Source: an optimization exercise on an open RTL-to-GDS flow (aim: small area and a short achievable clock period). Production flows keep margins and buffers that such runs may drop. No functional check of the RTL was part of any run shown here.

==> flow/design.v, too long to show whole: its modules and the start of the top module <==
// module iir: 990 lines
module iir(
    input clk,
    input rst_n,
    input [31:0] x,
    output reg [31:0] y
    );
  // ...
==> flow/flow/run.sh <==
#!/bin/bash
# Layout flow: the standard ORFS flow (standard.sh), with two changes:
#  1. the combinational logic of the standard synthesis is replaced by the
#     gate-level netlist that gen2.py writes from the same description as
#     rtl/iir.v (same registers, same names and cell types; checked by
#     swap_netlist.py, and the standard netlist is kept if they differ);
#  2. the port buffers are buf_2 cells instead of the default.
set -euo pipefail
export BUFFER_PORTS_ARGS="-buffer_cell sky130_fd_sc_hd__buf_2"
R=orfs/results/sky130hd/iir/base
bash standard.sh synth > standard_synth.log 2>&1
python3 flow/gen2.py --fa xor --net custom_netlist.v > gen2.log 2>&1
if python3 flow/swap_netlist.py $R/1_2_yosys.v custom_netlist.v > swap_netlist.log 2>&1; then
  cp $R/1_2_yosys.v standard_1_2_yosys.v
  cp custom_netlist.v $R/1_2_yosys.v
  touch $R/1_2_yosys.v
  rm -f $R/1_synth.odb $R/1_synth.sdc
fi
bash standard.sh finish > standard_finish.log 2>&1
==> flow/flow/swap_netlist.py <==
#!/usr/bin/env python3
"""Check that a hand-built netlist keeps the standard synthesis's registers
(same instance names and cell types) and ports; exit 1 if not.
usage: swap_netlist.py STANDARD.v CUSTOM.v"""
import re, sys

def info(path):
    t = open(path).read()
    ffs = {}
    for cell, name in re.findall(r'\b(sky130_fd_sc_hd__df\w+)\s+(\\\S+|\S+)\s*\(', t):
        ffs[name.lstrip('\\')] = cell
    m = re.search(r'module\s+iir\s*\((.*?)\);', t, re.S)
    ports = sorted(p.strip() for p in m.group(1).split(','))
    decl = sorted(re.findall(r'^\s*(input|output)\s+(\[[^\]]*\])?\s*(\w+);', t, re.M))
    return ffs, ports, decl

a = info(sys.argv[1])
b = info(sys.argv[2])
ok = True
if a[0] != b[0]:
    ok = False
    print('registers differ:')
    for k in sorted(set(a[0]) | set(b[0])):
        if a[0].get(k) != b[0].get(k):
            print('  ', k, a[0].get(k), b[0].get(k))
if a[1] != b[1] or a[2] != b[2]:
    ok = False
    print('ports differ:', a[1:], b[1:])
print('registers:', len(a[0]), 'match' if ok else 'MISMATCH')
sys.exit(0 if ok else 1)
==> flow/standard.sh <==
#!/bin/bash
# synth_recipe.tcl (not shown) runs the flow's synth.tcl, then flattens the netlist and writes it again
# the make line also repeats each setting of config.mk as NAME=value (left out here)
make -C /OpenROAD-flow-scripts/flow DESIGN_CONFIG=/design/flow/config.mk WORK_HOME=/design/flow/orfs CLKGATE_MAP_FILE= SYNTH_SCRIPT=/design/flow/synth_recipe.tcl "${@:-finish}"
==> flow/config.mk <==
export PLATFORM = sky130hd
export DESIGN_NAME = iir
export DESIGN_NICKNAME = iir
export VERILOG_FILES = /design/flow/design.v
export SDC_FILE = /design/flow/constraint.sdc
export NUM_CORES = 4
export LEC_CHECK = 0
export CAP_MARGIN = 20
export CORE_MARGIN = 2
export CORE_UTILIZATION = 60
export SETUP_SLACK_MARGIN = 4
export SLEW_MARGIN = 20
==> flow/constraint.sdc <==
create_clock -name core_clock -period 7.5 [get_ports {clk}]
set_input_delay 1.5000 -clock core_clock [delete_from_list [all_inputs] [get_ports {clk}]]
set_output_delay 1.5000 -clock core_clock [all_outputs]
set_load 0.01 [all_outputs]
Not shown: flow/flow/gen2.py
==> flow_summary_export.csv, run 1 <==
group,metric,value,unit
outcome,outcome,"complete, no violations",
cells_and_area,n_clock_buffer,10,
cells_and_area,numSequentialCells,95,
place,buffer_ports.inserted,65,
setup_path,cp_top_family,"adder cells",
cells_and_area,area_overhead_vs_synth,13.4,%
cells_and_area,layout.comb_gates.multi_input,833,
cells_and_area,buffer_area_share,4.35,%
floorplan,initial_cell_density_of_the_core,62.1,%
setup_path,worst-path-max-fanout,8,
cells_and_area,multi_input_area_share,61.3,%
route,route.detailed.vias_per_inst,5.15,
hold_path,worstHoldPathType,"reg -> reg",
setup_path,path_depth,10,
hold_path,hold-path-endpoint,"y[0]",
timing,layout_min_cycle_time,3410,ps
cells_and_area,final_util,70.4,%
floorplan,dieArea,0.0154,sq mm
floorplan,tap-cell-count,180,
setup_path,worstSetupStartpoint,"x[17]",
cts,number_of_buffers_added_by_the_clock_tree_synthesis_step,9,
place,placed_cells,1296,
cts,clock_tree.htree_level_count,3,
place,detailed_place_hpwl,13300,um
setup_path,critical_path.n_buffers_inverters,1,
cells_and_area,finish.cell_count_without_fillers,1321,
timing,timing_hold_violations_final,0,
setup_path,critical_path.reg2reg.startpoint,"y[1]",
==> inputs of run 2 (changes only) <==
==> flow/design.v (replaced) <==
module iir(
    input clk,
    input rst_n,
    input [31:0] x,
    output reg [31:0] y
    );
reg [31:0] x1, p;
wire inv1 = ~y[0];
wire inv2 = ~y[1];
wire inv3 = ~y[2];
wire inv4 = ~y[3];
wire inv5 = ~y[4];
wire inv6 = ~y[5];
wire inv7 = ~y[6];
wire inv8 = ~y[7];
wire inv9 = ~y[8];
wire inv10 = ~y[9];
wire inv11 = ~y[10];
wire inv12 = ~y[11];
wire inv13 = ~y[12];
wire inv14 = ~y[13];
wire inv15 = ~y[14];
wire inv16 = ~y[15];
wire inv17 = ~y[16];
wire inv18 = ~y[17];
wire inv19 = ~y[18];
wire inv20 = ~y[19];
wire inv21 = ~y[20];
wire inv22 = ~y[21];
wire inv23 = ~y[22];
wire inv24 = ~y[23];
wire inv25 = ~y[24];
wire inv26 = ~y[25];
wire inv27 = ~y[26];
wire inv28 = ~y[27];
wire inv29 = ~y[28];
wire inv30 = ~y[29];
wire xn31 = ~(p[2] ^ inv1);
wire or32 = p[2] | inv1;
wire xe33 = p[3] ^ inv2;
wire xs34 = xe33 ^ x[1];
wire mj35 = (p[3] & inv2) | (p[3] & x[1]) | (inv2 & x[1]);
wire xe36 = p[4] ^ inv3;
wire xs37 = xe36 ^ x[2];
wire mj38 = (p[4] & inv3) | (p[4] & x[2]) | (inv3 & x[2]);
wire xe39 = p[5] ^ inv4;
wire xs40 = xe39 ^ x[3];
wire mj41 = (p[5] & inv4) | (p[5] & x[3]) | (inv4 & x[3]);
wire xe42 = p[6] ^ inv5;
wire xs43 = xe42 ^ x[4];
wire mj44 = (p[6] & inv5) | (p[6] & x[4]) | (inv5 & x[4]);
wire xe45 = p[7] ^ inv6;
wire xs46 = xe45 ^ x[5];
wire mj47 = (p[7] & inv6) | (p[7] & x[5]) | (inv6 & x[5]);
wire xe48 = p[8] ^ inv7;
wire xs49 = xe48 ^ x[6];
wire mj50 = (p[8] & inv7) | (p[8] & x[6]) | (inv7 & x[6]);
wire xe51 = p[9] ^ inv8;
wire xs52 = xe51 ^ x[7];
wire mj53 = (p[9] & inv8) | (p[9] & x[7]) | (inv8 & x[7]);
wire xe54 = p[10] ^ inv9;
wire xs55 = xe54 ^ x[8];
wire mj56 = (p[10] & inv9) | (p[10] & x[8]) | (inv9 & x[8]);
wire xe57 = p[11] ^ inv10;
wire xs58 = xe57 ^ x[9];
wire mj59 = (p[11] & inv10) | (p[11] & x[9]) | (inv10 & x[9]);
wire xe60 = p[12] ^ inv11;
wire xs61 = xe60 ^ x[10];
wire mj62 = (p[12] & inv11) | (p[12] & x[10]) | (inv11 & x[10]);
wire xe63 = p[13] ^ inv12;
wire xs64 = xe63 ^ x[11];
wire mj65 = (p[13] & inv12) | (p[13] & x[11]) | (inv12 & x[11]);
wire xe66 = p[14] ^ inv13;
wire xs67 = xe66 ^ x[12];
wire mj68 = (p[14] & inv13) | (p[14] & x[12]) | (inv13 & x[12]);
wire xe69 = p[15] ^ inv14;
wire xs70 = xe69 ^ x[13];
wire mj71 = (p[15] & inv14) | (p[15] & x[13]) | (inv14 & x[13]);
wire xe72 = p[16] ^ inv15;
wire xs73 = xe72 ^ x[14];
wire mj74 = (p[16] & inv15) | (p[16] & x[14]) | (inv15 & x[14]);
wire xe75 = p[17] ^ inv16;
wire xs76 = xe75 ^ x[15];
wire mj77 = (p[17] & inv16) | (p[17] & x[15]) | (inv16 & x[15]);
wire xe78 = p[18] ^ inv17;
wire xs79 = xe78 ^ x[16];
wire mj80 = (p[18] & inv17) | (p[18] & x[16]) | (inv17 & x[16]);
wire xe81 = p[19] ^ inv18;
wire xs82 = xe81 ^ x[17];
wire mj83 = (p[19] & inv18) | (p[19] & x[17]) | (inv18 & x[17]);
wire xe84 = p[20] ^ inv19;
wire xs85 = xe84 ^ x[18];
wire mj86 = (p[20] & inv19) | (p[20] & x[18]) | (inv19 & x[18]);
wire xe87 = p[21] ^ inv20;
wire xs88 = xe87 ^ x[19];
wire mj89 = (p[21] & inv20) | (p[21] & x[19]) | (inv20 & x[19]);
wire xe90 = p[22] ^ inv21;
wire xs91 = xe90 ^ x[20];
wire mj92 = (p[22] & inv21) | (p[22] & x[20]) | (inv21 & x[20]);
wire xe93 = p[23] ^ inv22;
wire xs94 = xe93 ^ x[21];
wire mj95 = (p[23] & inv22) | (p[23] & x[21]) | (inv22 & x[21]);
wire xe96 = p[24] ^ inv23;
wire xs97 = xe96 ^ x[22];
wire mj98 = (p[24] & inv23) | (p[24] & x[22]) | (inv23 & x[22]);
wire xe99 = p[25] ^ inv24;
wire xs100 = xe99 ^ x[23];
wire mj101 = (p[25] & inv24) | (p[25] & x[23]) | (inv24 & x[23]);
wire xe102 = p[26] ^ inv25;
wire xs103 = xe102 ^ x[24];
wire mj104 = (p[26] & inv25) | (p[26] & x[24]) | (inv25 & x[24]);
wire xe105 = p[27] ^ inv26;
wire xs106 = xe105 ^ x[25];
wire mj107 = (p[27] & inv26) | (p[27] & x[25]) | (inv26 & x[25]);
wire xe108 = p[28] ^ inv27;
wire xs109 = xe108 ^ x[26];
wire mj110 = (p[28] & inv27) | (p[28] & x[26]) | (inv27 & x[26]);
wire xe111 = p[29] ^ inv28;
wire xs112 = xe111 ^ x[27];
wire mj113 = (p[29] & inv28) | (p[29] & x[27]) | (inv28 & x[27]);
wire xe114 = p[30] ^ inv29;
wire xs115 = xe114 ^ x[28];
wire mj116 = (p[30] & inv29) | (p[30] & x[28]) | (inv29 & x[28]);
wire xe117 = p[31] ^ inv30;
wire xs118 = xe117 ^ x[29];
wire mj119 = (p[31] & inv30) | (p[31] & x[29]) | (inv30 & x[29]);
wire fa120 = xn31 ^ x[0] ^ x[1];
wire fa121 = (xn31 & x[0]) | (xn31 & x[1]) | (x[0] & x[1]);
wire fa122 = or32 ^ x[2] ^ xs34;
wire fa123 = (or32 & x[2]) | (or32 & xs34) | (x[2] & xs34);
wire fa124 = x[3] ^ xs37 ^ mj35;
wire fa125 = (x[3] & xs37) | (x[3] & mj35) | (xs37 & mj35);
wire fa126 = x[4] ^ xs40 ^ mj38;
wire fa127 = (x[4] & xs40) | (x[4] & mj38) | (xs40 & mj38);
wire fa128 = x[5] ^ xs43 ^ mj41;
wire fa129 = (x[5] & xs43) | (x[5] & mj41) | (xs43 & mj41);
wire fa130 = x[6] ^ xs46 ^ mj44;
wire fa131 = (x[6] & xs46) | (x[6] & mj44) | (xs46 & mj44);
wire fa132 = x[7] ^ xs49 ^ mj47;
wire fa133 = (x[7] & xs49) | (x[7] & mj47) | (xs49 & mj47);
wire fa134 = x[8] ^ xs52 ^ mj50;
wire fa135 = (x[8] & xs52) | (x[8] & mj50) | (xs52 & mj50);
wire fa136 = x[9] ^ xs55 ^ mj53;
wire fa137 = (x[9] & xs55) | (x[9] & mj53) | (xs55 & mj53);
wire fa138 = x[10] ^ xs58 ^ mj56;
wire fa139 = (x[10] & xs58) | (x[10] & mj56) | (xs58 & mj56);
wire fa140 = x[11] ^ xs61 ^ mj59;
wire fa141 = (x[11] & xs61) | (x[11] & mj59) | (xs61 & mj59);
wire fa142 = x[12] ^ xs64 ^ mj62;
wire fa143 = (x[12] & xs64) | (x[12] & mj62) | (xs64 & mj62);
wire fa144 = x[13] ^ xs67 ^ mj65;
wire fa145 = (x[13] & xs67) | (x[13] & mj65) | (xs67 & mj65);
wire fa146 = x[14] ^ xs70 ^ mj68;
wire fa147 = (x[14] & xs70) | (x[14] & mj68) | (xs70 & mj68);
wire fa148 = x[15] ^ xs73 ^ mj71;
wire fa149 = (x[15] & xs73) | (x[15] & mj71) | (xs73 & mj71);
wire fa150 = x[16] ^ xs76 ^ mj74;
wire fa151 = (x[16] & xs76) | (x[16] & mj74) | (xs76 & mj74);
wire fa152 = x[17] ^ xs79 ^ mj77;
wire fa153 = (x[17] & xs79) | (x[17] & mj77) | (xs79 & mj77);
wire fa154 = x[18] ^ xs82 ^ mj80;
wire fa155 = (x[18] & xs82) | (x[18] & mj80) | (xs82 & mj80);
wire fa156 = x[19] ^ xs85 ^ mj83;
wire fa157 = (x[19] & xs85) | (x[19] & mj83) | (xs85 & mj83);
wire fa158 = x[20] ^ xs88 ^ mj86;
wire fa159 = (x[20] & xs88) | (x[20] & mj86) | (xs88 & mj86);
wire fa160 = x[21] ^ xs91 ^ mj89;
wire fa161 = (x[21] & xs91) | (x[21] & mj89) | (xs91 & mj89);
wire fa162 = x[22] ^ xs94 ^ mj92;
wire fa163 = (x[22] & xs94) | (x[22] & mj92) | (xs94 & mj92);
wire fa164 = x[23] ^ xs97 ^ mj95;
wire fa165 = (x[23] & xs97) | (x[23] & mj95) | (xs97 & mj95);
wire fa166 = x[24] ^ xs100 ^ mj98;
wire fa167 = (x[24] & xs100) | (x[24] & mj98) | (xs100 & mj98);
wire fa168 = x[25] ^ xs103 ^ mj101;
wire fa169 = (x[25] & xs103) | (x[25] & mj101) | (xs103 & mj101);
wire fa170 = x[26] ^ xs106 ^ mj104;
wire fa171 = (x[26] & xs106) | (x[26] & mj104) | (xs106 & mj104);
wire fa172 = x[27] ^ xs109 ^ mj107;
wire fa173 = (x[27] & xs109) | (x[27] & mj107) | (xs109 & mj107);
wire fa174 = x[28] ^ xs112 ^ mj110;
wire fa175 = (x[28] & xs112) | (x[28] & mj110) | (xs112 & mj110);
wire fa176 = x[29] ^ xs115 ^ mj113;
wire fa177 = (x[29] & xs115) | (x[29] & mj113) | (xs115 & mj113);
wire fa178 = x[30] ^ xs118 ^ mj116;
wire fa179 = (x[30] & xs118) | (x[30] & mj116) | (xs118 & mj116);
wire fa180 = x1[0] ^ y[1] ^ x[1];
wire fa181 = (x1[0] & y[1]) | (x1[0] & x[1]) | (y[1] & x[1]);
wire xn182 = ~(x1[1] ^ y[2]);
wire or183 = x1[1] | y[2];
wire fa184 = x1[2] ^ y[3] ^ inv2;
wire fa185 = (x1[2] & y[3]) | (x1[2] & inv2) | (y[3] & inv2);
wire fa186 = x1[3] ^ y[4] ^ inv3;
wire fa187 = (x1[3] & y[4]) | (x1[3] & inv3) | (y[4] & inv3);
wire fa188 = x1[4] ^ y[5] ^ inv4;
wire fa189 = (x1[4] & y[5]) | (x1[4] & inv4) | (y[5] & inv4);
wire fa190 = x1[5] ^ y[6] ^ inv5;
wire fa191 = (x1[5] & y[6]) | (x1[5] & inv5) | (y[6] & inv5);
wire fa192 = x1[6] ^ y[7] ^ inv6;
wire fa193 = (x1[6] & y[7]) | (x1[6] & inv6) | (y[7] & inv6);
wire fa194 = x1[7] ^ y[8] ^ inv7;
wire fa195 = (x1[7] & y[8]) | (x1[7] & inv7) | (y[8] & inv7);
wire fa196 = x1[8] ^ y[9] ^ inv8;
wire fa197 = (x1[8] & y[9]) | (x1[8] & inv8) | (y[9] & inv8);
wire fa198 = x1[9] ^ y[10] ^ inv9;
wire fa199 = (x1[9] & y[10]) | (x1[9] & inv9) | (y[10] & inv9);
wire fa200 = x1[10] ^ y[11] ^ inv10;
wire fa201 = (x1[10] & y[11]) | (x1[10] & inv10) | (y[11] & inv10);
wire fa202 = x1[11] ^ y[12] ^ inv11;
wire fa203 = (x1[11] & y[12]) | (x1[11] & inv11) | (y[12] & inv11);
wire fa204 = x1[12] ^ y[13] ^ inv12;
wire fa205 = (x1[12] & y[13]) | (x1[12] & inv12) | (y[13] & inv12);
wire fa206 = x1[13] ^ y[14] ^ inv13;
wire fa207 = (x1[13] & y[14]) | (x1[13] & inv13) | (y[14] & inv13);
wire fa208 = x1[14] ^ y[15] ^ inv14;
wire fa209 = (x1[14] & y[15]) | (x1[14] & inv14) | (y[15] & inv14);
wire fa210 = x1[15] ^ y[16] ^ inv15;
wire fa211 = (x1[15] & y[16]) | (x1[15] & inv15) | (y[16] & inv15);
wire fa212 = x1[16] ^ y[17] ^ inv16;
wire fa213 = (x1[16] & y[17]) | (x1[16] & inv16) | (y[17] & inv16);
wire fa214 = x1[17] ^ y[18] ^ inv17;
wire fa215 = (x1[17] & y[18]) | (x1[17] & inv17) | (y[18] & inv17);
wire fa216 = x1[18] ^ y[19] ^ inv18;
wire fa217 = (x1[18] & y[19]) | (x1[18] & inv18) | (y[19] & inv18);
wire fa218 = x1[19] ^ y[20] ^ inv19;
wire fa219 = (x1[19] & y[20]) | (x1[19] & inv19) | (y[20] & inv19);
wire fa220 = x1[20] ^ y[21] ^ inv20;
wire fa221 = (x1[20] & y[21]) | (x1[20] & inv20) | (y[21] & inv20);
wire fa222 = x1[21] ^ y[22] ^ inv21;
wire fa223 = (x1[21] & y[22]) | (x1[21] & inv21) | (y[22] & inv21);
wire fa224 = x1[22] ^ y[23] ^ inv22;
wire fa225 = (x1[22] & y[23]) | (x1[22] & inv22) | (y[23] & inv22);
wire fa226 = x1[23] ^ y[24] ^ inv23;
wire fa227 = (x1[23] & y[24]) | (x1[23] & inv23) | (y[24] & inv23);
wire fa228 = x1[24] ^ y[25] ^ inv24;
wire fa229 = (x1[24] & y[25]) | (x1[24] & inv24) | (y[25] & inv24);
wire fa230 = x1[25] ^ y[26] ^ inv25;
wire fa231 = (x1[25] & y[26]) | (x1[25] & inv25) | (y[26] & inv25);
wire fa232 = x1[26] ^ y[27] ^ inv26;
wire fa233 = (x1[26] & y[27]) | (x1[26] & inv26) | (y[27] & inv26);
wire fa234 = x1[27] ^ y[28] ^ inv27;
wire fa235 = (x1[27] & y[28]) | (x1[27] & inv27) | (y[28] & inv27);
wire fa236 = x1[28] ^ y[29] ^ inv28;
wire fa237 = (x1[28] & y[29]) | (x1[28] & inv28) | (y[29] & inv28);
wire fa238 = x1[29] ^ y[30] ^ inv29;
wire fa239 = (x1[29] & y[30]) | (x1[29] & inv29) | (y[30] & inv29);
wire fa240 = x1[30] ^ y[31] ^ inv30;
wire fa241 = (x1[30] & y[31]) | (x1[30] & inv30) | (y[31] & inv30);
wire fa242 = inv1 ^ xn182 ^ x[2];
wire fa243 = (inv1 & xn182) | (inv1 & x[2]) | (xn182 & x[2]);
wire fa244 = or183 ^ fa184 ^ x[3];
wire fa245 = (or183 & fa184) | (or183 & x[3]) | (fa184 & x[3]);
wire fa246 = fa185 ^ fa186 ^ x[4];
wire fa247 = (fa185 & fa186) | (fa185 & x[4]) | (fa186 & x[4]);
wire fa248 = fa187 ^ fa188 ^ x[5];
wire fa249 = (fa187 & fa188) | (fa187 & x[5]) | (fa188 & x[5]);
wire fa250 = fa189 ^ fa190 ^ x[6];
wire fa251 = (fa189 & fa190) | (fa189 & x[6]) | (fa190 & x[6]);
wire fa252 = fa191 ^ fa192 ^ x[7];
wire fa253 = (fa191 & fa192) | (fa191 & x[7]) | (fa192 & x[7]);
wire fa254 = fa193 ^ fa194 ^ x[8];
wire fa255 = (fa193 & fa194) | (fa193 & x[8]) | (fa194 & x[8]);
wire fa256 = fa195 ^ fa196 ^ x[9];
wire fa257 = (fa195 & fa196) | (fa195 & x[9]) | (fa196 & x[9]);
wire fa258 = fa197 ^ fa198 ^ x[10];
wire fa259 = (fa197 & fa198) | (fa197 & x[10]) | (fa198 & x[10]);
wire fa260 = fa199 ^ fa200 ^ x[11];
wire fa261 = (fa199 & fa200) | (fa199 & x[11]) | (fa200 & x[11]);
wire fa262 = fa201 ^ fa202 ^ x[12];
wire fa263 = (fa201 & fa202) | (fa201 & x[12]) | (fa202 & x[12]);
wire fa264 = fa203 ^ fa204 ^ x[13];
wire fa265 = (fa203 & fa204) | (fa203 & x[13]) | (fa204 & x[13]);
wire fa266 = fa205 ^ fa206 ^ x[14];
wire fa267 = (fa205 & fa206) | (fa205 & x[14]) | (fa206 & x[14]);
wire fa268 = fa207 ^ fa208 ^ x[15];
wire fa269 = (fa207 & fa208) | (fa207 & x[15]) | (fa208 & x[15]);
wire fa270 = fa209 ^ fa210 ^ x[16];
wire fa271 = (fa209 & fa210) | (fa209 & x[16]) | (fa210 & x[16]);
wire fa272 = fa211 ^ fa212 ^ x[17];
wire fa273 = (fa211 & fa212) | (fa211 & x[17]) | (fa212 & x[17]);
wire fa274 = fa213 ^ fa214 ^ x[18];
wire fa275 = (fa213 & fa214) | (fa213 & x[18]) | (fa214 & x[18]);
wire fa276 = fa215 ^ fa216 ^ x[19];
wire fa277 = (fa215 & fa216) | (fa215 & x[19]) | (fa216 & x[19]);
wire fa278 = fa217 ^ fa218 ^ x[20];
wire fa279 = (fa217 & fa218) | (fa217 & x[20]) | (fa218 & x[20]);
wire fa280 = fa219 ^ fa220 ^ x[21];
wire fa281 = (fa219 & fa220) | (fa219 & x[21]) | (fa220 & x[21]);
wire fa282 = fa221 ^ fa222 ^ x[22];
wire fa283 = (fa221 & fa222) | (fa221 & x[22]) | (fa222 & x[22]);
wire fa284 = fa223 ^ fa224 ^ x[23];
wire fa285 = (fa223 & fa224) | (fa223 & x[23]) | (fa224 & x[23]);
wire fa286 = fa225 ^ fa226 ^ x[24];
wire fa287 = (fa225 & fa226) | (fa225 & x[24]) | (fa226 & x[24]);
wire fa288 = fa227 ^ fa228 ^ x[25];
wire fa289 = (fa227 & fa228) | (fa227 & x[25]) | (fa228 & x[25]);
wire fa290 = fa229 ^ fa230 ^ x[26];
wire fa291 = (fa229 & fa230) | (fa229 & x[26]) | (fa230 & x[26]);
wire fa292 = fa231 ^ fa232 ^ x[27];
wire fa293 = (fa231 & fa232) | (fa231 & x[27]) | (fa232 & x[27]);
wire fa294 = fa233 ^ fa234 ^ x[28];
wire fa295 = (fa233 & fa234) | (fa233 & x[28]) | (fa234 & x[28]);
wire fa296 = fa235 ^ fa236 ^ x[29];
wire fa297 = (fa235 & fa236) | (fa235 & x[29]) | (fa236 & x[29]);
wire fa298 = fa237 ^ fa238 ^ x[30];
wire fa299 = (fa237 & fa238) | (fa237 & x[30]) | (fa238 & x[30]);
wire fa300 = fa239 ^ fa240 ^ x[31];
wire fa301 = (fa239 & fa240) | (fa239 & x[31]) | (fa240 & x[31]);
wire gn302 = ~(p[1] & x[0]);
wire tn303 = ~(p[1] | x[0]);
wire pp304 = p[1] ^ x[0];
wire gn305 = ~(fa121 & fa122);
wire tn306 = ~(fa121 | fa122);
wire pp307 = fa121 ^ fa122;
wire gn308 = ~(fa123 & fa124);
wire tn309 = ~(fa123 | fa124);
wire pp310 = fa123 ^ fa124;
wire gn311 = ~(fa125 & fa126);
wire tn312 = ~(fa125 | fa126);
wire pp313 = fa125 ^ fa126;
wire gn314 = ~(fa127 & fa128);
wire tn315 = ~(fa127 | fa128);
wire pp316 = fa127 ^ fa128;
wire gn317 = ~(fa129 & fa130);
wire tn318 = ~(fa129 | fa130);
wire pp319 = fa129 ^ fa130;
wire gn320 = ~(fa131 & fa132);
wire tn321 = ~(fa131 | fa132);
wire pp322 = fa131 ^ fa132;
wire gn323 = ~(fa133 & fa134);
wire tn324 = ~(fa133 | fa134);
wire pp325 = fa133 ^ fa134;
wire gn326 = ~(fa135 & fa136);
wire tn327 = ~(fa135 | fa136);
wire pp328 = fa135 ^ fa136;
wire gn329 = ~(fa137 & fa138);
wire tn330 = ~(fa137 | fa138);
wire pp331 = fa137 ^ fa138;
wire gn332 = ~(fa139 & fa140);
wire tn333 = ~(fa139 | fa140);
wire pp334 = fa139 ^ fa140;
wire gn335 = ~(fa141 & fa142);
wire tn336 = ~(fa141 | fa142);
wire pp337 = fa141 ^ fa142;
wire gn338 = ~(fa143 & fa144);
wire tn339 = ~(fa143 | fa144);
wire pp340 = fa143 ^ fa144;
wire gn341 = ~(fa145 & fa146);
wire tn342 = ~(fa145 | fa146);
wire pp343 = fa145 ^ fa146;
wire gn344 = ~(fa147 & fa148);
wire tn345 = ~(fa147 | fa148);
wire pp346 = fa147 ^ fa148;
wire gn347 = ~(fa149 & fa150);
wire tn348 = ~(fa149 | fa150);
wire pp349 = fa149 ^ fa150;
wire gn350 = ~(fa151 & fa152);
wire tn351 = ~(fa151 | fa152);
wire pp352 = fa151 ^ fa152;
wire gn353 = ~(fa153 & fa154);
wire tn354 = ~(fa153 | fa154);
wire pp355 = fa153 ^ fa154;
wire gn356 = ~(fa155 & fa156);
wire tn357 = ~(fa155 | fa156);
wire pp358 = fa155 ^ fa156;
wire gn359 = ~(fa157 & fa158);
wire tn360 = ~(fa157 | fa158);
wire pp361 = fa157 ^ fa158;
wire gn362 = ~(fa159 & fa160);
wire tn363 = ~(fa159 | fa160);
wire pp364 = fa159 ^ fa160;
wire gn365 = ~(fa161 & fa162);
wire tn366 = ~(fa161 | fa162);
wire pp367 = fa161 ^ fa162;
wire gn368 = ~(fa163 & fa164);
wire tn369 = ~(fa163 | fa164);
wire pp370 = fa163 ^ fa164;
wire gn371 = ~(fa165 & fa166);
wire tn372 = ~(fa165 | fa166);
wire pp373 = fa165 ^ fa166;
wire gn374 = ~(fa167 & fa168);
wire tn375 = ~(fa167 | fa168);
wire pp376 = fa167 ^ fa168;
wire gn377 = ~(fa169 & fa170);
wire tn378 = ~(fa169 | fa170);
wire pp379 = fa169 ^ fa170;
wire gn380 = ~(fa171 & fa172);
wire tn381 = ~(fa171 | fa172);
wire pp382 = fa171 ^ fa172;
wire gn383 = ~(fa173 & fa174);
wire tn384 = ~(fa173 | fa174);
wire pp385 = fa173 ^ fa174;
wire gn386 = ~(fa175 & fa176);
wire tn387 = ~(fa175 | fa176);
wire pp388 = fa175 ^ fa176;
wire gn389 = ~(fa177 & fa178);
wire tn390 = ~(fa177 | fa178);
wire pp391 = fa177 ^ fa178;
wire inv392 = ~fa120;
wire pa393 = ~(tn306 | inv392);
wire pa394 = ~(tn312 | tn309);
wire pg395 = ~((tn312 | gn308) & gn311);
wire pa396 = ~(tn318 | tn315);
wire pg397 = ~((tn318 | gn314) & gn317);
wire pa398 = ~(tn324 | tn321);
wire pg399 = ~((tn324 | gn320) & gn323);
wire pa400 = ~(tn330 | tn327);
wire pg401 = ~((tn330 | gn326) & gn329);
wire pa402 = ~(tn336 | tn333);
wire pg403 = ~((tn336 | gn332) & gn335);
wire pa404 = ~(tn342 | tn339);
wire pg405 = ~((tn342 | gn338) & gn341);
wire pa406 = ~(tn348 | tn345);
wire pg407 = ~((tn348 | gn344) & gn347);
wire pa408 = ~(tn354 | tn351);
wire pg409 = ~((tn354 | gn350) & gn353);
wire pa410 = ~(tn360 | tn357);
wire pg411 = ~((tn360 | gn356) & gn359);
wire pa412 = ~(tn366 | tn363);
wire pg413 = ~((tn366 | gn362) & gn365);
wire pa414 = ~(tn372 | tn369);
wire pg415 = ~((tn372 | gn368) & gn371);
wire pa416 = ~(tn378 | tn375);
wire pg417 = ~((tn378 | gn374) & gn377);
wire pa418 = ~(tn384 | tn381);
wire pg419 = ~((tn384 | gn380) & gn383);
wire inv420 = ~gn302;
wire pa421 = ~(fa120 & inv420);
wire inv422 = ~gn305;
wire pg423 = ~((pa393 & inv420) | inv422);
wire inv424 = ~tn315;
wire pa425 = ~(inv424 & pa394);
wire inv426 = ~gn314;
wire pg427 = ~((inv424 & pg395) | inv426);
wire pa428 = ~(pa396 & pa394);
wire pg429 = ~((pa396 & pg395) | pg397);
wire inv430 = ~tn327;
wire pa431 = ~(inv430 & pa398);
wire inv432 = ~gn326;
wire pg433 = ~((inv430 & pg399) | inv432);
wire pa434 = ~(pa400 & pa398);
wire pg435 = ~((pa400 & pg399) | pg401);
wire inv436 = ~tn339;
wire pa437 = ~(inv436 & pa402);
wire inv438 = ~gn338;
wire pg439 = ~((inv436 & pg403) | inv438);
wire pa440 = ~(pa404 & pa402);
wire pg441 = ~((pa404 & pg403) | pg405);
wire inv442 = ~tn351;
wire pa443 = ~(inv442 & pa406);
wire inv444 = ~gn350;
wire pg445 = ~((inv442 & pg407) | inv444);
wire pa446 = ~(pa408 & pa406);
wire pg447 = ~((pa408 & pg407) | pg409);
wire inv448 = ~tn363;
wire pa449 = ~(inv448 & pa410);
wire inv450 = ~gn362;
wire pg451 = ~((inv448 & pg411) | inv450);
wire pa452 = ~(pa412 & pa410);
wire pg453 = ~((pa412 & pg411) | pg413);
wire inv454 = ~tn375;
wire pa455 = ~(inv454 & pa414);
wire inv456 = ~gn374;
wire pg457 = ~((inv454 & pg415) | inv456);
wire pa458 = ~(pa416 & pa414);
wire pg459 = ~((pa416 & pg415) | pg417);
wire inv460 = ~tn387;
wire pa461 = ~(inv460 & pa418);
wire inv462 = ~gn386;
wire pg463 = ~((inv460 & pg419) | inv462);
wire pg464 = ~((tn309 | pg423) & gn308);
wire inv465 = ~pg423;
wire pg466 = ~((pa394 & inv465) | pg395);
wire pg467 = ~((pa425 | pg423) & pg427);
wire pg468 = ~((pa428 | pg423) & pg429);
wire pa469 = ~(tn333 | pa434);
wire pg470 = ~((tn333 | pg435) & gn332);
wire inv471 = ~pa402;
wire pa472 = ~(inv471 | pa434);
wire inv473 = ~pg403;
wire pg474 = ~((inv471 | pg435) & inv473);
wire pa475 = ~(pa437 | pa434);
wire pg476 = ~((pa437 | pg435) & pg439);
wire pa477 = ~(pa440 | pa434);
wire pg478 = ~((pa440 | pg435) & pg441);
wire pa479 = ~(tn357 | pa446);
wire pg480 = ~((tn357 | pg447) & gn356);
wire inv481 = ~pa410;
wire pa482 = ~(inv481 | pa446);
wire inv483 = ~pg411;
wire pg484 = ~((inv481 | pg447) & inv483);
wire pa485 = ~(pa449 | pa446);
wire pg486 = ~((pa449 | pg447) & pg451);
wire pa487 = ~(pa452 | pa446);
wire pg488 = ~((pa452 | pg447) & pg453);
wire pa489 = ~(tn381 | pa458);
wire pg490 = ~((tn381 | pg459) & gn380);
wire inv491 = ~pa418;
wire pa492 = ~(inv491 | pa458);
wire inv493 = ~pg419;
wire pg494 = ~((inv491 | pg459) & inv493);
wire pa495 = ~(pa461 | pa458);
wire pg496 = ~((pa461 | pg459) & pg463);
wire inv497 = ~gn320;
wire inv498 = ~tn321;
wire pg499 = ~((inv498 & pg468) | inv497);
wire pg500 = ~((pa398 & pg468) | pg399);
wire inv501 = ~pg433;
wire inv502 = ~pa431;
wire pg503 = ~((inv502 & pg468) | inv501);
wire inv504 = ~pg435;
wire inv505 = ~pa434;
wire pg506 = ~((inv505 & pg468) | inv504);
wire pg507 = ~((pa469 & pg468) | pg470);
wire pg508 = ~((pa472 & pg468) | pg474);
wire pg509 = ~((pa475 & pg468) | pg476);
wire pg510 = ~((pa477 & pg468) | pg478);
wire inv511 = ~tn369;
wire pa512 = ~(inv511 & pa487);
wire inv513 = ~gn368;
wire pg514 = ~((inv511 & pg488) | inv513);
wire pa515 = ~(pa414 & pa487);
wire pg516 = ~((pa414 & pg488) | pg415);
wire inv517 = ~pa455;
wire pa518 = ~(inv517 & pa487);
wire inv519 = ~pg457;
wire pg520 = ~((inv517 & pg488) | inv519);
wire inv521 = ~pa458;
wire pa522 = ~(inv521 & pa487);
wire inv523 = ~pg459;
wire pg524 = ~((inv521 & pg488) | inv523);
wire pa525 = ~(pa489 & pa487);
wire pg526 = ~((pa489 & pg488) | pg490);
wire pa527 = ~(pa492 & pa487);
wire pg528 = ~((pa492 & pg488) | pg494);
wire pa529 = ~(pa495 & pa487);
wire pg530 = ~((pa495 & pg488) | pg496);
wire pg531 = ~((tn345 | pg510) & gn344);
wire inv532 = ~pg407;
wire inv533 = ~pa406;
wire pg534 = ~((inv533 | pg510) & inv532);
wire pg535 = ~((pa443 | pg510) & pg445);
wire pg536 = ~((pa446 | pg510) & pg447);
wire inv537 = ~pg480;
wire inv538 = ~pa479;
wire pg539 = ~((inv538 | pg510) & inv537);
wire inv540 = ~pg484;
wire inv541 = ~pa482;
wire pg542 = ~((inv541 | pg510) & inv540);
wire inv543 = ~pg486;
wire inv544 = ~pa485;
wire pg545 = ~((inv544 | pg510) & inv543);
wire inv546 = ~pg488;
wire inv547 = ~pa487;
wire pg548 = ~((inv547 | pg510) & inv546);
wire pg549 = ~((pa512 | pg510) & pg514);
wire pg550 = ~((pa515 | pg510) & pg516);
wire pg551 = ~((pa518 | pg510) & pg520);
wire pg552 = ~((pa522 | pg510) & pg524);
wire pg553 = ~((pa525 | pg510) & pg526);
wire pg554 = ~((pa527 | pg510) & pg528);
wire pg555 = ~((pa529 | pg510) & pg530);
wire sn556 = ~(fa120 ^ gn302);
wire sn557 = ~(pp307 ^ pa421);
wire sn558 = ~(pp310 ^ pg423);
wire xo559 = pp313 ^ pg464;
wire sn560 = ~(pp316 ^ pg466);
wire xo561 = pp319 ^ pg467;
wire xo562 = pp322 ^ pg468;
wire sn563 = ~(pp325 ^ pg499);
wire sn564 = ~(pp328 ^ pg500);
wire sn565 = ~(pp331 ^ pg503);
wire sn566 = ~(pp334 ^ pg506);
wire sn567 = ~(pp337 ^ pg507);
wire sn568 = ~(pp340 ^ pg508);
wire sn569 = ~(pp343 ^ pg509);
wire sn570 = ~(pp346 ^ pg510);
wire xo571 = pp349 ^ pg531;
wire xo572 = pp352 ^ pg534;
wire xo573 = pp355 ^ pg535;
wire xo574 = pp358 ^ pg536;
wire xo575 = pp361 ^ pg539;
wire xo576 = pp364 ^ pg542;
wire xo577 = pp367 ^ pg545;
wire xo578 = pp370 ^ pg548;
wire xo579 = pp373 ^ pg549;
wire xo580 = pp376 ^ pg550;
wire xo581 = pp379 ^ pg551;
wire xo582 = pp382 ^ pg552;
wire xo583 = pp385 ^ pg553;
wire xo584 = pp388 ^ pg554;
wire xo585 = pp391 ^ pg555;
wire gn586 = ~(y[0] & x[0]);
wire tn587 = ~(y[0] | x[0]);
wire pp588 = y[0] ^ x[0];
wire gn589 = ~(fa242 & fa181);
wire tn590 = ~(fa242 | fa181);
wire pp591 = fa242 ^ fa181;
wire gn592 = ~(fa243 & fa244);
wire tn593 = ~(fa243 | fa244);
wire pp594 = fa243 ^ fa244;
wire gn595 = ~(fa245 & fa246);
wire tn596 = ~(fa245 | fa246);
wire pp597 = fa245 ^ fa246;
wire gn598 = ~(fa247 & fa248);
wire tn599 = ~(fa247 | fa248);
wire pp600 = fa247 ^ fa248;
wire gn601 = ~(fa249 & fa250);
wire tn602 = ~(fa249 | fa250);
wire pp603 = fa249 ^ fa250;
wire gn604 = ~(fa251 & fa252);
wire tn605 = ~(fa251 | fa252);
wire pp606 = fa251 ^ fa252;
wire gn607 = ~(fa253 & fa254);
wire tn608 = ~(fa253 | fa254);
wire pp609 = fa253 ^ fa254;
wire gn610 = ~(fa255 & fa256);
wire tn611 = ~(fa255 | fa256);
wire pp612 = fa255 ^ fa256;
wire gn613 = ~(fa257 & fa258);
wire tn614 = ~(fa257 | fa258);
wire pp615 = fa257 ^ fa258;
wire gn616 = ~(fa259 & fa260);
wire tn617 = ~(fa259 | fa260);
wire pp618 = fa259 ^ fa260;
wire gn619 = ~(fa261 & fa262);
wire tn620 = ~(fa261 | fa262);
wire pp621 = fa261 ^ fa262;
wire gn622 = ~(fa263 & fa264);
wire tn623 = ~(fa263 | fa264);
wire pp624 = fa263 ^ fa264;
wire gn625 = ~(fa265 & fa266);
wire tn626 = ~(fa265 | fa266);
wire pp627 = fa265 ^ fa266;
wire gn628 = ~(fa267 & fa268);
wire tn629 = ~(fa267 | fa268);
wire pp630 = fa267 ^ fa268;
wire gn631 = ~(fa269 & fa270);
wire tn632 = ~(fa269 | fa270);
wire pp633 = fa269 ^ fa270;
wire gn634 = ~(fa271 & fa272);
wire tn635 = ~(fa271 | fa272);
wire pp636 = fa271 ^ fa272;
wire gn637 = ~(fa273 & fa274);
wire tn638 = ~(fa273 | fa274);
wire pp639 = fa273 ^ fa274;
wire gn640 = ~(fa275 & fa276);
wire tn641 = ~(fa275 | fa276);
wire pp642 = fa275 ^ fa276;
wire gn643 = ~(fa277 & fa278);
wire tn644 = ~(fa277 | fa278);
wire pp645 = fa277 ^ fa278;
wire gn646 = ~(fa279 & fa280);
wire tn647 = ~(fa279 | fa280);
wire pp648 = fa279 ^ fa280;
wire gn649 = ~(fa281 & fa282);
wire tn650 = ~(fa281 | fa282);
wire pp651 = fa281 ^ fa282;
wire gn652 = ~(fa283 & fa284);
wire tn653 = ~(fa283 | fa284);
wire pp654 = fa283 ^ fa284;
wire gn655 = ~(fa285 & fa286);
wire tn656 = ~(fa285 | fa286);
wire pp657 = fa285 ^ fa286;
wire gn658 = ~(fa287 & fa288);
wire tn659 = ~(fa287 | fa288);
wire pp660 = fa287 ^ fa288;
wire gn661 = ~(fa289 & fa290);
wire tn662 = ~(fa289 | fa290);
wire pp663 = fa289 ^ fa290;
wire gn664 = ~(fa291 & fa292);
wire tn665 = ~(fa291 | fa292);
wire pp666 = fa291 ^ fa292;
wire gn667 = ~(fa293 & fa294);
wire tn668 = ~(fa293 | fa294);
wire pp669 = fa293 ^ fa294;
wire gn670 = ~(fa295 & fa296);
wire tn671 = ~(fa295 | fa296);
wire pp672 = fa295 ^ fa296;
wire gn673 = ~(fa297 & fa298);
wire tn674 = ~(fa297 | fa298);
wire pp675 = fa297 ^ fa298;
wire gn676 = ~(fa299 & fa300);
wire tn677 = ~(fa299 | fa300);
wire pp678 = fa299 ^ fa300;
wire inv679 = ~gn586;
wire pa680 = ~(fa180 & inv679);
wire pa681 = ~(tn593 | tn590);
wire pg682 = ~((tn593 | gn589) & gn592);
wire pa683 = ~(tn599 | tn596);
wire pg684 = ~((tn599 | gn595) & gn598);
wire pa685 = ~(tn605 | tn602);
wire pg686 = ~((tn605 | gn601) & gn604);
wire pa687 = ~(tn611 | tn608);
wire pg688 = ~((tn611 | gn607) & gn610);
wire pa689 = ~(tn617 | tn614);
wire pg690 = ~((tn617 | gn613) & gn616);
wire pa691 = ~(tn623 | tn620);
wire pg692 = ~((tn623 | gn619) & gn622);
wire pa693 = ~(tn629 | tn626);
wire pg694 = ~((tn629 | gn625) & gn628);
wire pa695 = ~(tn635 | tn632);
wire pg696 = ~((tn635 | gn631) & gn634);
wire pa697 = ~(tn641 | tn638);
wire pg698 = ~((tn641 | gn637) & gn640);
wire pa699 = ~(tn647 | tn644);
wire pg700 = ~((tn647 | gn643) & gn646);
wire pa701 = ~(tn653 | tn650);
wire pg702 = ~((tn653 | gn649) & gn652);
wire pa703 = ~(tn659 | tn656);
wire pg704 = ~((tn659 | gn655) & gn658);
wire pa705 = ~(tn665 | tn662);
wire pg706 = ~((tn665 | gn661) & gn664);
wire pa707 = ~(tn671 | tn668);
wire pg708 = ~((tn671 | gn667) & gn670);
wire pg709 = ~((tn590 | pa680) & gn589);
wire inv710 = ~pa680;
wire pg711 = ~((pa681 & inv710) | pg682);
wire inv712 = ~tn602;
wire pa713 = ~(inv712 & pa683);
wire inv714 = ~gn601;
wire pg715 = ~((inv712 & pg684) | inv714);
wire pa716 = ~(pa685 & pa683);
wire pg717 = ~((pa685 & pg684) | pg686);
wire inv718 = ~tn614;
wire pa719 = ~(inv718 & pa687);
wire inv720 = ~gn613;
wire pg721 = ~((inv718 & pg688) | inv720);
wire pa722 = ~(pa689 & pa687);
wire pg723 = ~((pa689 & pg688) | pg690);
wire inv724 = ~tn626;
wire pa725 = ~(inv724 & pa691);
wire inv726 = ~gn625;
wire pg727 = ~((inv724 & pg692) | inv726);
wire pa728 = ~(pa693 & pa691);
wire pg729 = ~((pa693 & pg692) | pg694);
wire inv730 = ~tn638;
wire pa731 = ~(inv730 & pa695);
wire inv732 = ~gn637;
wire pg733 = ~((inv730 & pg696) | inv732);
wire pa734 = ~(pa697 & pa695);
wire pg735 = ~((pa697 & pg696) | pg698);
wire inv736 = ~tn650;
wire pa737 = ~(inv736 & pa699);
wire inv738 = ~gn649;
wire pg739 = ~((inv736 & pg700) | inv738);
wire pa740 = ~(pa701 & pa699);
wire pg741 = ~((pa701 & pg700) | pg702);
wire inv742 = ~tn662;
wire pa743 = ~(inv742 & pa703);
wire inv744 = ~gn661;
wire pg745 = ~((inv742 & pg704) | inv744);
wire pa746 = ~(pa705 & pa703);
wire pg747 = ~((pa705 & pg704) | pg706);
wire inv748 = ~tn674;
wire pa749 = ~(inv748 & pa707);
wire inv750 = ~gn673;
wire pg751 = ~((inv748 & pg708) | inv750);
wire pg752 = ~((tn596 | pg711) & gn595);
wire inv753 = ~pg684;
wire inv754 = ~pa683;
wire pg755 = ~((inv754 | pg711) & inv753);
wire pg756 = ~((pa713 | pg711) & pg715);
wire pg757 = ~((pa716 | pg711) & pg717);
wire pa758 = ~(tn620 | pa722);
wire pg759 = ~((tn620 | pg723) & gn619);
wire inv760 = ~pa691;
wire pa761 = ~(inv760 | pa722);
wire inv762 = ~pg692;
wire pg763 = ~((inv760 | pg723) & inv762);
wire pa764 = ~(pa725 | pa722);
wire pg765 = ~((pa725 | pg723) & pg727);
wire pa766 = ~(pa728 | pa722);
wire pg767 = ~((pa728 | pg723) & pg729);
wire pa768 = ~(tn644 | pa734);
wire pg769 = ~((tn644 | pg735) & gn643);
wire inv770 = ~pa699;
wire pa771 = ~(inv770 | pa734);
wire inv772 = ~pg700;
wire pg773 = ~((inv770 | pg735) & inv772);
wire pa774 = ~(pa737 | pa734);
wire pg775 = ~((pa737 | pg735) & pg739);
wire pa776 = ~(pa740 | pa734);
wire pg777 = ~((pa740 | pg735) & pg741);
wire pa778 = ~(tn668 | pa746);
wire pg779 = ~((tn668 | pg747) & gn667);
wire inv780 = ~pa707;
wire pa781 = ~(inv780 | pa746);
wire inv782 = ~pg708;
wire pg783 = ~((inv780 | pg747) & inv782);
wire pa784 = ~(pa749 | pa746);
wire pg785 = ~((pa749 | pg747) & pg751);
wire inv786 = ~gn607;
wire inv787 = ~tn608;
wire pg788 = ~((inv787 & pg757) | inv786);
wire pg789 = ~((pa687 & pg757) | pg688);
wire inv790 = ~pg721;
wire inv791 = ~pa719;
wire pg792 = ~((inv791 & pg757) | inv790);
wire inv793 = ~pg723;
wire inv794 = ~pa722;
wire pg795 = ~((inv794 & pg757) | inv793);
wire pg796 = ~((pa758 & pg757) | pg759);
wire pg797 = ~((pa761 & pg757) | pg763);
wire pg798 = ~((pa764 & pg757) | pg765);
wire pg799 = ~((pa766 & pg757) | pg767);
wire inv800 = ~tn656;
wire pa801 = ~(inv800 & pa776);
wire inv802 = ~gn655;
wire pg803 = ~((inv800 & pg777) | inv802);
wire pa804 = ~(pa703 & pa776);
wire pg805 = ~((pa703 & pg777) | pg704);
wire inv806 = ~pa743;
wire pa807 = ~(inv806 & pa776);
wire inv808 = ~pg745;
wire pg809 = ~((inv806 & pg777) | inv808);
wire inv810 = ~pa746;
wire pa811 = ~(inv810 & pa776);
wire inv812 = ~pg747;
wire pg813 = ~((inv810 & pg777) | inv812);
wire pa814 = ~(pa778 & pa776);
wire pg815 = ~((pa778 & pg777) | pg779);
wire pa816 = ~(pa781 & pa776);
wire pg817 = ~((pa781 & pg777) | pg783);
wire pa818 = ~(pa784 & pa776);
wire pg819 = ~((pa784 & pg777) | pg785);
wire pg820 = ~((tn632 | pg799) & gn631);
wire inv821 = ~pg696;
wire inv822 = ~pa695;
wire pg823 = ~((inv822 | pg799) & inv821);
wire pg824 = ~((pa731 | pg799) & pg733);
wire pg825 = ~((pa734 | pg799) & pg735);
wire inv826 = ~pg769;
wire inv827 = ~pa768;
wire pg828 = ~((inv827 | pg799) & inv826);
wire inv829 = ~pg773;
wire inv830 = ~pa771;
wire pg831 = ~((inv830 | pg799) & inv829);
wire inv832 = ~pg775;
wire inv833 = ~pa774;
wire pg834 = ~((inv833 | pg799) & inv832);
wire inv835 = ~pg777;
wire inv836 = ~pa776;
wire pg837 = ~((inv836 | pg799) & inv835);
wire pg838 = ~((pa801 | pg799) & pg803);
wire pg839 = ~((pa804 | pg799) & pg805);
wire pg840 = ~((pa807 | pg799) & pg809);
wire pg841 = ~((pa811 | pg799) & pg813);
wire pg842 = ~((pa814 | pg799) & pg815);
wire pg843 = ~((pa816 | pg799) & pg817);
wire pg844 = ~((pa818 | pg799) & pg819);
wire sn845 = ~(fa180 ^ gn586);
wire sn846 = ~(pp591 ^ pa680);
wire xo847 = pp594 ^ pg709;
wire sn848 = ~(pp597 ^ pg711);
wire xo849 = pp600 ^ pg752;
wire xo850 = pp603 ^ pg755;
wire xo851 = pp606 ^ pg756;
wire xo852 = pp609 ^ pg757;
wire sn853 = ~(pp612 ^ pg788);
wire sn854 = ~(pp615 ^ pg789);
wire sn855 = ~(pp618 ^ pg792);
wire sn856 = ~(pp621 ^ pg795);
wire sn857 = ~(pp624 ^ pg796);
wire sn858 = ~(pp627 ^ pg797);
wire sn859 = ~(pp630 ^ pg798);
wire sn860 = ~(pp633 ^ pg799);
wire xo861 = pp636 ^ pg820;
wire xo862 = pp639 ^ pg823;
wire xo863 = pp642 ^ pg824;
wire xo864 = pp645 ^ pg825;
wire xo865 = pp648 ^ pg828;
wire xo866 = pp651 ^ pg831;
wire xo867 = pp654 ^ pg834;
wire xo868 = pp657 ^ pg837;
wire xo869 = pp660 ^ pg838;
wire xo870 = pp663 ^ pg839;
wire xo871 = pp666 ^ pg840;
wire xo872 = pp669 ^ pg841;
wire xo873 = pp672 ^ pg842;
wire xo874 = pp675 ^ pg843;
wire xo875 = pp678 ^ pg844;
wire [31:0] y_next = {xo585, xo584, xo583, xo582, xo581, xo580, xo579, xo578, xo577, xo576, xo575, xo574, xo573, xo572, xo571, sn570, sn569, sn568, sn567, sn566, sn565, sn564, sn563, xo562, xo561, sn560, xo559, sn558, sn557, sn556, pp304, p[0]};
wire [31:0] p_next = {xo875, xo874, xo873, xo872, xo871, xo870, xo869, xo868, xo867, xo866, xo865, xo864, xo863, xo862, xo861, sn860, sn859, sn858, sn857, sn856, sn855, sn854, sn853, xo852, xo851, xo850, xo849, sn848, xo847, sn846, sn845, pp588};
always @(posedge clk or negedge rst_n)
begin
    if (!rst_n)
    begin
        x1 <= 32'd0;
        p  <= 32'd0;
        y  <= 32'd0;
    end
    else
    begin
        x1 <= x;
        p  <= p_next;
        y  <= y_next;
    end
end
endmodule
==> flow/flow/run.sh (replaced) <==
#!/bin/bash
# Layout flow: the standard ORFS flow (standard.sh), with two changes:
#  1. the combinational logic of the standard synthesis is replaced by the
#     gate-level netlist that gen2.py writes from the same description as
#     rtl/iir.v (same registers, same names and cell types; checked by
#     swap_netlist.py, and the standard netlist is kept if they differ);
#  2. the port buffers are buf_1 cells instead of the default.
set -euo pipefail
export BUFFER_PORTS_ARGS="-buffer_cell sky130_fd_sc_hd__buf_1"
R=orfs/results/sky130hd/iir/base
bash standard.sh synth > standard_synth.log 2>&1
python3 flow/gen2.py --fay mix --fap cell --net custom_netlist.v > gen2.log 2>&1
if python3 flow/swap_netlist.py $R/1_2_yosys.v custom_netlist.v > swap_netlist.log 2>&1; then
  cp $R/1_2_yosys.v standard_1_2_yosys.v
  cp custom_netlist.v $R/1_2_yosys.v
  touch $R/1_2_yosys.v
  rm -f $R/1_synth.odb $R/1_synth.sdc
fi
bash standard.sh finish > standard_finish.log 2>&1
--- a/flow/flow/gen2.py
+++ b/flow/flow/gen2.py
@@ -24,7 +24,11 @@
 # full adders: 'cell' = fa_1 cells; 'xor' = xor2 + xor2 + maj3 (the latest
 # input goes through one xor2 only); 'mix' = xor form where two inputs arrive
 # well before the third, cells elsewhere
-ap.add_argument('--fa', default='cell', choices=['cell', 'xor', 'mix'])
+ap.add_argument('--fay', default='cell', choices=['cell', 'xor', 'mix'])
+ap.add_argument('--fap', default='cell', choices=['cell', 'xor', 'mix'])
+# p kept as block sums: p' is added in blocks of this many bits with ripple
+# carries, and each block's carry-out is kept in register pc (0 = whole adder)
+ap.add_argument('--pblock', type=int, default=0)
 args = ap.parse_args()
 
 # --------------------------------------------------------------------------
@@ -69,6 +73,8 @@
     if b == 1: return inv(a)
     return gate('XOR2', [a, b], prefix='xo')
 
+FA_MODE = ['cell']
+
 def fa(a, b, c):
     """full adder on three signals (constants folded). Returns (sum, carry)."""
     sig = [s for s in (a, b, c) if s not in (0, 1)]
@@ -76,7 +82,7 @@
     if len(sig) == 3:
         sig.sort(key=t)     # latest on CIN
         e1, e2, l = sig
-        if args.fa == 'xor' or (args.fa == 'mix' and t(e2) + 0.3 <= t(l)):
+        if FA_MODE[0] == 'xor' or (FA_MODE[0] == 'mix' and t(e2) + 0.3 <= t(l)):
             s = gate('XOR2', [gate('XOR2', [e1, e2], prefix='xe'), l], prefix='xs')
             co = gate('MAJ3', [e1, e2, l], prefix='mj')
             return s, co
@@ -95,19 +101,10 @@
         return sig[0], 1
     return ones & 1, ones >> 1
 
-def compress(cols):
-    """cols: W lists of signals (incl. constants 1). Reduce to two rows with
-    levels of full adders (Wallace); in each column the earliest signals are
-    combined first, and carries join the next column at the next level."""
-    cols = [list(c) for c in cols]
-    for i in range(W):
-        ones = sum(1 for s in cols[i] if s == 1)
-        cols[i] = [s for s in cols[i] if s not in (0, 1)]
-        # fold pairs of constant ones into the next column
-        if ones >= 2 and i + 1 < W:
-            cols[i + 1].extend([1] * (ones // 2))
-        if ones & 1:
-            cols[i].append(1)
+def wallace(cols):
+    """Reduce columns to at most two signals with levels of full adders; in
+    each column the earliest signals are combined first, and carries join the
+    next column at the next level."""
     while any(len(c) > 2 for c in cols):
         nxt = [[] for _ in range(W)]
         for i in range(W):
@@ -121,6 +118,22 @@
                     nxt[i + 1].append(co)
             nxt[i].extend(col[3 * nfa:])
         cols = nxt
+    return cols
+
+def compress(cols):
+    """cols: W lists of signals (incl. constants 1). Reduce to two rows with
+    levels of full adders (Wallace); in each column the earliest signals are
+    combined first, and carries join the next column at the next level."""
+    cols = [list(c) for c in cols]
+    for i in range(W):
+        ones = sum(1 for s in cols[i] if s == 1)
+        cols[i] = [s for s in cols[i] if s not in (0, 1)]
+        # fold pairs of constant ones into the next column
+        if ones >= 2 and i + 1 < W:
+            cols[i + 1].extend([1] * (ones // 2))
+        if ones & 1:
+            cols[i].append(1)
+    cols = wallace(cols)
     A, B = [], []
     for i in range(W):
         col = sorted(cols[i], key=t)
@@ -235,8 +248,11 @@
 Y = [f'y[{i}]' for i in range(W)]
 Pq = [f'p[{i}]' for i in range(W)]
 X1 = [f'x1[{i}]' for i in range(W)]
+K = args.pblock
+NPC = (W - 1) // K if K else 0          # carries into bits K, 2K, ...
+PC = [f'pc[{j}]' for j in range(NPC)]
 for s in X: arr[s] = args.tx
-for s in Y + Pq + X1: arr[s] = args.tr
+for s in Y + Pq + X1 + PC: arr[s] = args.tr
 
 def col(vec, shift, neg=False):
     c = [[] for _ in range(W)]
@@ -255,12 +271,29 @@
 
 four = [[] for _ in range(W)]
 four[2].append(1)
-ycols = merge(col(X, 2), col(X, 1), col(Pq, 0), col(Y, 2, True), four)
+pccols = [[] for _ in range(W)]
+for j in range(NPC):
+    pccols[(j + 1) * K].append(PC[j])
+ycols = merge(col(X, 2), col(X, 1), col(Pq, 0), pccols, col(Y, 2, True), four)
 pcols = merge(col(X, 0), col(X1, 1), col(Y, 0), col(Y, 2, True), four)
+FA_MODE[0] = args.fay
 yA, yB = compress(ycols)
+FA_MODE[0] = args.fap
 pA, pB = compress(pcols)
+FA_MODE[0] = 'cell'
 ynext = cpa(yA, yB)
-pnext = cpa(pA, pB)
+pcnext = []
+if K:
+    pnext = []
+    for lo in range(0, W, K):
+        c = 0
+        for i in range(lo, min(lo + K, W)):
+            s, c = fa(pA[i], pB[i], c)
+            pnext.append(s)
+        if lo + K < W:
+            pcnext.append(c)
+else:
+    pnext = cpa(pA, pB)
 
 # --------------------------------------------------------------------------
 def lit(s):
@@ -287,7 +320,7 @@
 def rtl():
     o = [HEADER, 'module iir(', '    input clk,', '    input rst_n,',
          '    input [31:0] x,', '    output reg [31:0] y', '    );', '',
-         'reg [31:0] x1, p;', '']
+         'reg [31:0] x1, p;'] + ([f'reg [{NPC - 1}:0] pc;'] if NPC else []) + ['']
     for kind, ins, outs in gates:
         li = [lit(s) for s in ins]
         if kind == 'FA':
@@ -302,24 +335,29 @@
             o.append(f'wire {outs[0]} = {EXPR[kind](li)};')
     o.append('wire [31:0] y_next = {' + ', '.join(lit(s) for s in reversed(ynext)) + '};')
     o.append('wire [31:0] p_next = {' + ', '.join(lit(s) for s in reversed(pnext)) + '};')
-    o.append('''
+    if NPC:
+        o.append(f'wire [{NPC - 1}:0] pc_next = {{' + ', '.join(lit(s) for s in reversed(pcnext)) + '};')
+    body = '''
 always @(posedge clk or negedge rst_n)
 begin
     if (!rst_n)
     begin
         x1 <= 32'd0;
         p  <= 32'd0;
-        y  <= 32'd0;
+PCRST        y  <= 32'd0;
     end
     else
     begin
         x1 <= x;
         p  <= p_next;
-        y  <= y_next;
+PCSET        y  <= y_next;
     end
 end
 
-endmodule''')
+endmodule'''
+    body = body.replace('PCRST', "        pc <= 0;\n" if NPC else '')
+    body = body.replace('PCSET', "        pc <= pc_next;\n" if NPC else '')
+    o.append(body)
     return '\n'.join(o) + '\n'
 
 CELL = {
@@ -340,7 +378,7 @@
 def netname(s):
     if s in (0, 1):
         raise ValueError('constant in netlist')
-    if s.startswith('p[') or s.startswith('x1['):
+    if s.startswith('p[') or s.startswith('x1[') or s.startswith('pc['):
         return 'q_' + s.replace('[', '_').replace(']', '')
     return s
 
@@ -357,6 +395,8 @@
                 used_x1.add(int(s[3:-1]))
     for i in range(W):
         wires.add(f'q_p_{i}')
+    for j in range(NPC):
+        wires.add(f'q_pc_{j}')
     for i in sorted(used_x1):
         wires.add(f'q_x1_{i}')
     for w in sorted(wires):
@@ -375,6 +415,8 @@
         ff(f'p[{i}]', netname(pnext[i]), f'q_p_{i}')
     for i in sorted(used_x1):
         ff(f'x1[{i}]', f'x[{i}]', f'q_x1_{i}')
+    for j in range(NPC):
+        ff(f'pc[{j}]', netname(pcnext[j]), f'q_pc_{j}')
     o.append('endmodule')
     return '\n'.join(o) + '\n'
 
--- a/flow/config.mk
+++ b/flow/config.mk
@@ -7,6 +7,7 @@
 export LEC_CHECK = 0
 export CAP_MARGIN = 20
 export CORE_MARGIN = 2
-export CORE_UTILIZATION = 60
+export CORE_UTILIZATION = 70
+export CTS_BUF_LIST = sky130_fd_sc_hd__clkbuf_4 sky130_fd_sc_hd__clkbuf_8
 export SETUP_SLACK_MARGIN = 4
 export SLEW_MARGIN = 20
==> run 2 against run 1 <==
Critical path type unchanged. Core utilization rose by 12 points. Via count decreased by 9.5%. Non-clock buffer count is 7 higher. Still clean on timing, DRC and antenna.
==> flow_summary_export.csv, run 2 <==
group,metric,value,unit
cells_and_area,layout.cells.most_common_list,"xor2_1, inv_1, nand2_1, dfrtp_1, nor2_1",
timing,timing_hold_violations_final,0,
cts,worst_skew_pair.late_latency,390,ps
cells_and_area,diodes,0,
yosys,mappedNetlistArea,0.00804,sq mm
setup_path,crit_chain,"clkbuf_2 -> maj3_2 -> fa_2 -> nor2_4 -> o21ai_4 -> a21oi_4 -> o21ai_2 -> a21oi_4 -> clkbuf_16 -> o21ai_1 -> xor2_1",
cells_and_area,multi_input_comb_area,0.00558,sq mm
cells_and_area,finish.cell_count_without_fillers,1113,
route,route.final.wire_length,18500,um
timing,finClkSkew,17.3,ps
place,buffer_ports.inserted,65,
run,drv.max_cap_violation_count,0,
global_routing,pin_count_of_the_biggest_net_entering_global_routing,69,
route,postRouteAntennaNets,0,
floorplan,boundaryPins,66,
route,highest_layer,"met4",
setup_path,timing.setup.critical_path_class,"in -> reg",
floorplan,initial_cell_density_of_the_core,71.0,%
route,routedLengthMet1,7220,um
cts,cts_sinks,95,
route,drc,0,
floorplan,num_rows,39,
route,wl_met3,714,um
setup_path,arrival,3770,ps
cts,cts.reportedPaths.clkPinSlew,90,ps
setup_path,worst-r2r-setup-slack,4410,ps
global_routing,grt_antenna_before_repair,0,
setup_path,worst-path-max-fanout,8,
hold_path,worstHoldPathType,"reg -> reg",
setup_path,critPathMostFrequentCell,"a21oi_4",
timing,min_period_over_period,46.7,%
yosys,avgSynthCellArea,9.20,sq um
global_routing,grt_pass1_vias,6551,
floorplan,dieArea,0.0124,sq mm
cells_and_area,biggestRegsByFlops,"p x32, y x32, x1 x31",
timing,fin_tns_setup,0,ps
cts,tritoncts,"yes",
timing,layout_min_cycle_time,3500,ps
setup_path,required,7770,ps
floorplan,fp.coreArea,0.0113,sq mm
timing,slew_headroom,41.7,%
route,detail_route.iter0.violations,361,
route,wire_per_inst,16.6,um
yosys,ys_warn_count,1,
setup_path,timing.critical_path.slowest_cell_delay,510,ps
route,dr_wl_met2,10000,um
global_routing,grt_use_total,30.6,%
cts,number_of_buffers_added_by_the_clock_tree_synthesis_step,9,
timing,setup_viol,0,
global_routing,gr-total-overflow,0,
global_routing,grt_pass1_wl,30100,um
cells_and_area,fillerInstances,694,
setup_path,cp-start-kind,"input port",
yosys,synthesis.nets,997,
place,detailed_place_hpwl,13200,um
timing,max_freq,0.286,GHz
outcome,outcome,"complete, no violations",
cells_and_area,layout_cell_share_with_drive_strength_beyond_1,13.3,%
yosys,syn-instance-count,873,
setup_path,slowest_cell_on_the_critical_path,"fa_2",
cts,cts.hold.buffers_added,0,
route,route.detailed.vias_per_inst,5.53,
route,vias,6160,
setup_path,setup.worst_path.end_class,"flop",
cells_and_area,final_nets,1090,
cts,clock_tree.root_cell,"clkbuf_8",
cts,clock_tree.htree_level_count,3,
cells_and_area,area_overhead_vs_synth,15.6,%
timing,final-max-slew-violation-count,0,
floorplan,dieHeight,111,um
timing,timing_worst_slew_pin_value,874,ps
floorplan,die-width,111,um
route,detail_route.first_pass.iterations,5,
timing,rsz_0062_raised_after_global_routing,"true",
cells_and_area,register_area,0.00238,sq mm
cells_and_area,layout_commonest_cell,"xor2_1",
place,placed_cells,1082,
cts,ctsLongestPathBuffers,2,
place,global_placer_s_final_weighted_congestion,0.885,
==> run 2: changes by cell type in the layout (fill, tap and decap cells not counted), moves of 14 or more <==
cell / previous run / this run
buf_1: 0 / 47
buf_2: 64 / 5
fa_1: 0 / 81
maj3_1: 111 / 19
nor2_1: 97 / 83
xor2_1: 330 / 156
==> run 2: stage by stage <==
stage          utilization [%]  hold WS [ps]  setup slack, ps  area, sq um
2_1_floorplan                -           331             3940         8100
3_3_place_gp              75.4           338             3320         8540
3_5_place_dp              75.4           343             3190         8540
4_1_cts                   78.7           363             4000         8910
5_1_grt                   82.0           375             3940         9290
6_report                  82.0           359             4000         9290
==> run 2: metal layers <==
layer  up-vias  GRT usage [%]
li1       2897              -
met1      3035           37.2
met2       171           54.0
met3        57           6.23
met4         0           12.1
met5         -              0
==> run 2: worst max-delay path, delay by kind of cell <==
family | cells | cell delay, ps
adder cells (fa/ha/maj) | 2 | 870
AO/OA/AOI/OAI | 5 | 670
buffers and inverters | 2 | 370
AND/OR/NAND/NOR | 1 | 190
XOR/XNOR | 1 | 150
==> run 2: worst paths after layout <==
path,cells after the start,to,start
max reg2reg,11,p[30],y[3]
min,0,y[0],p[0]
min reg2reg,0,y[0],p[0]
min in group asynchronous,1,x1[3],rst_n
max in group asynchronous,2,x1[30],rst_n
max,11,y[17],x[6]
==> run 2: cell type report <==
| cell class | instances | share of cell area (%) |
|---|---|---|
| tap | 143 | 1.93 |
| clock buffer | 12 | 1.71 |
| inverter | 122 | 4.93 |
| timing repair buffer | 82 | 4.76 |
| clock inverter | 3 | 0.970 |
| sequential | 95 | 25.6 |
| multi-input combinational | 656 | 60.1 |
==> run 2: repair_timing <==
item                       in CTS  in global routing
hold endpoints to repair        0                  0
gates resized for setup        19                 88
cloned                          0                  1
setup endpoints to repair      33                 36
buffers inserted                5                 10
pin swaps                       8                 28

## afterwards: timing with drivers on the ports
In the flow no input, the clock included, has a driving cell. The finished layouts below were timed again as built, in two steps. Step 1, drivers: a clkbuf_16 drives clk and a buf_2 each remaining input, both assumed. Step 2 also shifts input and output timing later by t, the mid clock arrival at the registers, as if the neighbouring blocks saw the same clock. a / b / c = ideal / step 1 / step 2; a / b = the first two.
run	t (ns)	slack for setup (ns)	worst setup path at the end	latest minus earliest clock arrival (ns)	worst data-port slew with drivers (ns)
run 1	0.390	4.091 / 4.114 / 3.725	input to register	0.004 / 0.005	0.03
run 2	0.419	4.001 / 4.013 / 3.594	input to register	0.017 / 0.018	0.03
After both steps setup and hold are still met in every run listed. For run 2, which loses most, drivers alone change the setup slack by +0.012 ns; drivers and shift together by -0.407 ns.
